What follows belongs to an exercise in optimizing a design on an open flow for small area and a short achievable clock period; a production flow would make more cautious choices.
Where RTL was checked, it was by simulation tests only, not by an equivalence proof against the original.
Power is estimated from default activity; no workload was simulated.

old:
## fpga_top
module fpga_top (clk, rstn, addr, we, dx, dw, dt, out);
  input clk;
  input we;
  input [255:0] dx;
  input [255:0] dw;
  input [15:0] dt;
  input [2:0] addr;
  input rstn;
  output out;
  wire [255:0] mm = dx ^ dw;
  wire s1, c2;
  wire s3, c4;
  wire s5, c6;
  wire s7, c8;
  wire s9, c10;
  wire s11, c12;
  wire s13, c14;
  wire s15, c16;
  wire s17, c18;
  wire s19, c20;
  wire s21, c22;
  wire s23, c24;
  wire s25, c26;
  wire s27, c28;
  wire s29, c30;
  wire s31, c32;
  wire s33, c34;
  wire s35, c36;
  wire s37, c38;
  wire s39, c40;
  wire s41, c42;
  wire s43, c44;
  wire s45, c46;
  wire s47, c48;
  wire s49, c50;
  wire s51, c52;
  wire s53, c54;
  wire s55, c56;
  wire s57, c58;
  wire s59, c60;
  wire s61, c62;
  wire s63, c64;
  wire s65, c66;
  wire s67, c68;
  wire s69, c70;
  wire s71, c72;
  wire s73, c74;
  wire s75, c76;
  wire s77, c78;
  wire s79, c80;
  wire s81, c82;
  wire s83, c84;
  wire s85, c86;
  wire s87, c88;
  wire s89, c90;
  wire s91, c92;
  wire s93, c94;
  wire s95, c96;
  wire s97, c98;
  wire s99, c100;
  wire s101, c102;
  wire s103, c104;
  wire s105, c106;
  wire s107, c108;
  wire s109, c110;
  wire s111, c112;
  wire s113, c114;
  wire s115, c116;
  wire s117, c118;
  wire s119, c120;
  wire s121, c122;
  wire s123, c124;
  wire s125, c126;
  wire s127, c128;
  wire s129, c130;
  wire s131, c132;
  wire s133, c134;
  wire s135, c136;
  wire s137, c138;
  wire s139, c140;
  wire s141, c142;
  wire s143, c144;
  wire s145, c146;
  wire s147, c148;
  wire s149, c150;
  wire s151, c152;
  wire s153, c154;
  wire s155, c156;
  wire s157, c158;
  wire s159, c160;
  wire s161, c162;
  wire s163, c164;
  wire s165, c166;
  wire s167, c168;
  wire s169, c170;
  wire s171, c172;
  wire s173, c174;
  wire s175, c176;
  wire s177, c178;
  wire s179, c180;
  wire s181, c182;
  wire s183, c184;
  wire s185, c186;
  wire s187, c188;
  wire s189, c190;
  wire s191, c192;
  wire s193, c194;
  wire s195, c196;
  wire s197, c198;
  wire s199, c200;
  wire s201, c202;
  wire s203, c204;
  wire s205, c206;
  wire s207, c208;
  wire s209, c210;
  wire s211, c212;
  wire s213, c214;
  wire s215, c216;
  wire s217, c218;
  wire s219, c220;
  ...
Settings: LEC_CHECK=0, CAP_MARGIN=20, CORE_MARGIN=2, CORE_UTILIZATION=40, SLEW_MARGIN=20; clock period 10.0 ns.
standard.sh (not shown) runs the stock make flow with config.mk's settings and CLKGATE_MAP_FILE= SYNTH_SCRIPT=/design/flow/synth_recipe.tcl, a recipe that flattens the netlist after the stock synthesis.
==> flow/flow/run.sh <==
#!/bin/bash
# The standard layout with three changes:
#  1. after the standard synthesis, invpush.py flips full adders (and xor/xnor
#     gates) to remove most inverters between them (same function, same registers);
#  2. the port buffers are sky130_fd_sc_hd__buf_1;
#  3. timing repair aims at a shorter period (SETUP_SLACK_MARGIN);
#  4. clock tree of clkbuf_8 without dummy loads.
set -euo pipefail
MARGIN=${MARGIN:-7}
bash standard.sh synth > flow_synth.log 2>&1
R=orfs/results/sky130hd/fpga_top/base
cp $R/1_2_yosys.v $R/1_2_yosys.standard.v
python3 flow/invpush.py $R/1_2_yosys.standard.v $R/1_2_yosys.v > flow_invpush.log 2>&1
rm -f $R/1_synth.odb $R/1_synth.sdc
bash standard.sh "BUFFER_PORTS_ARGS=-buffer_cell sky130_fd_sc_hd__buf_1" SETUP_SLACK_MARGIN=$MARGIN "CTS_ARGS=-sink_clustering_enable -repair_clock_nets -dont_use_dummy_load -buf_list sky130_fd_sc_hd__clkbuf_8 -sink_clustering_size 18 -sink_clustering_max_diameter 70" finish > flow_layout.log 2>&1
Other scripts of this flow, unchanged in this note and not shown: flow/flow/invpush.py
diff inputs: old => new
--- a/flow/design.v
+++ b/flow/design.v
@@ -256,19 +256,18 @@
   wire s487, c488;
   wire s489, c490;
   wire s491, c492;
   wire s493, c494;
   wire s495, c496;
   wire s497, c498;
   wire s499, c500;
   wire s501, c502;
   reg [8:0] p3;
-  reg [15:0] wt1;
   reg wv1; reg [2:0] wa1;
   reg wv2; reg [2:0] wa2;
   reg wv3; reg [2:0] wa3;
   assign s1 = mm[0] ^ mm[1] ^ mm[2];
   assign c2 = (mm[0] & mm[1]) | (mm[0] & mm[2]) | (mm[1] & mm[2]);
   assign s3 = mm[3] ^ mm[4] ^ mm[5];
   assign c4 = (mm[3] & mm[4]) | (mm[3] & mm[5]) | (mm[4] & mm[5]);
   assign s5 = mm[6] ^ mm[7] ^ mm[8];
   assign c6 = (mm[6] & mm[7]) | (mm[6] & mm[8]) | (mm[7] & mm[8]);
@@ -903,26 +902,26 @@
     p2[12] <= c478;
     p2[13] <= c480;
     p2[14] <= s481;
     p2[15] <= s483;
     p2[16] <= c482;
     p2[17] <= c484;
     p2[18] <= s485;
     p2[19] <= c486;
     p3 <= pc;
-    wv1 <= we; wa1 <= addr; wt1 <= dt;
+    wv1 <= we; wa1 <= addr;
     wv2 <= wv1; wa2 <= wa1;
     wv3 <= wv2; wa3 <= wa2;
   end
   reg [8:0]  pmem [0:7];
   reg [15:0] tmem [0:7];
   always @(posedge clk) begin
-    if (wv1) tmem[wa1] <= wt1;
+    if (we) tmem[addr] <= dt;
     if (wv3) pmem[wa3] <= p3;
   end
   reg [7:0] Roh;             
   reg [15:0] tsel;
   reg [8:0] psel;
   integer i;
   always @(*) begin
     tsel = 16'd0;
     psel = 9'd0;
--- outcome ---
- Fraction of final layout cells sized beyond drive strength 1: new vs old down 0.64 points
- Total power delta (new − old): favourable
- Compared with old, combined flip-flop and latch cell area in new decreased by a few percent.
- new and old ended up with nearly the same number of filler instances in the final layout.
- On new: first-pass GRT wire length is 0.72% lower than what old gave.
- On reg-to-reg setup timing slack, old beats new.
For old, only the layout was checked, not whether the RTL still works.

what the ideal ports hide:
How much do the figures lean on ideal ports? The routed layouts below were timed once more, with nothing changed but the port constraints. Step 1 (the two cells are an assumption about what drives the block):
set clk [get_ports {clk}]
set_driving_cell -lib_cell sky130_fd_sc_hd__clkbuf_16 $clk
set_driving_cell -lib_cell sky130_fd_sc_hd__buf_2 [delete_from_list [all_inputs] $clk]
Step 2 times the ports against the registers' clock, not the clock port: input delays grow and output delays shrink by t, the midpoint of the rising clock arrivals with the driver on. a / b / c = ideal ports / drivers / drivers and shift; a / b = the first two.
| run | shift t [ns] | slack for setup (ns) | worst setup path after step 2 | latest minus earliest clock arrival (ns) |
|---|---|---|---|---|
| old | 0.626 | 6.960 / 6.914 / 6.384 | input to register | 0.087 / 0.086 |
| new | 0.658 | 6.933 / 6.895 / 6.344 | input to register | 0.075 / 0.076 |
After both steps setup and hold are still met in every run listed. The setup slack of new, which loses most, moves by -0.038 ns with the drivers and by -0.589 ns with both steps.
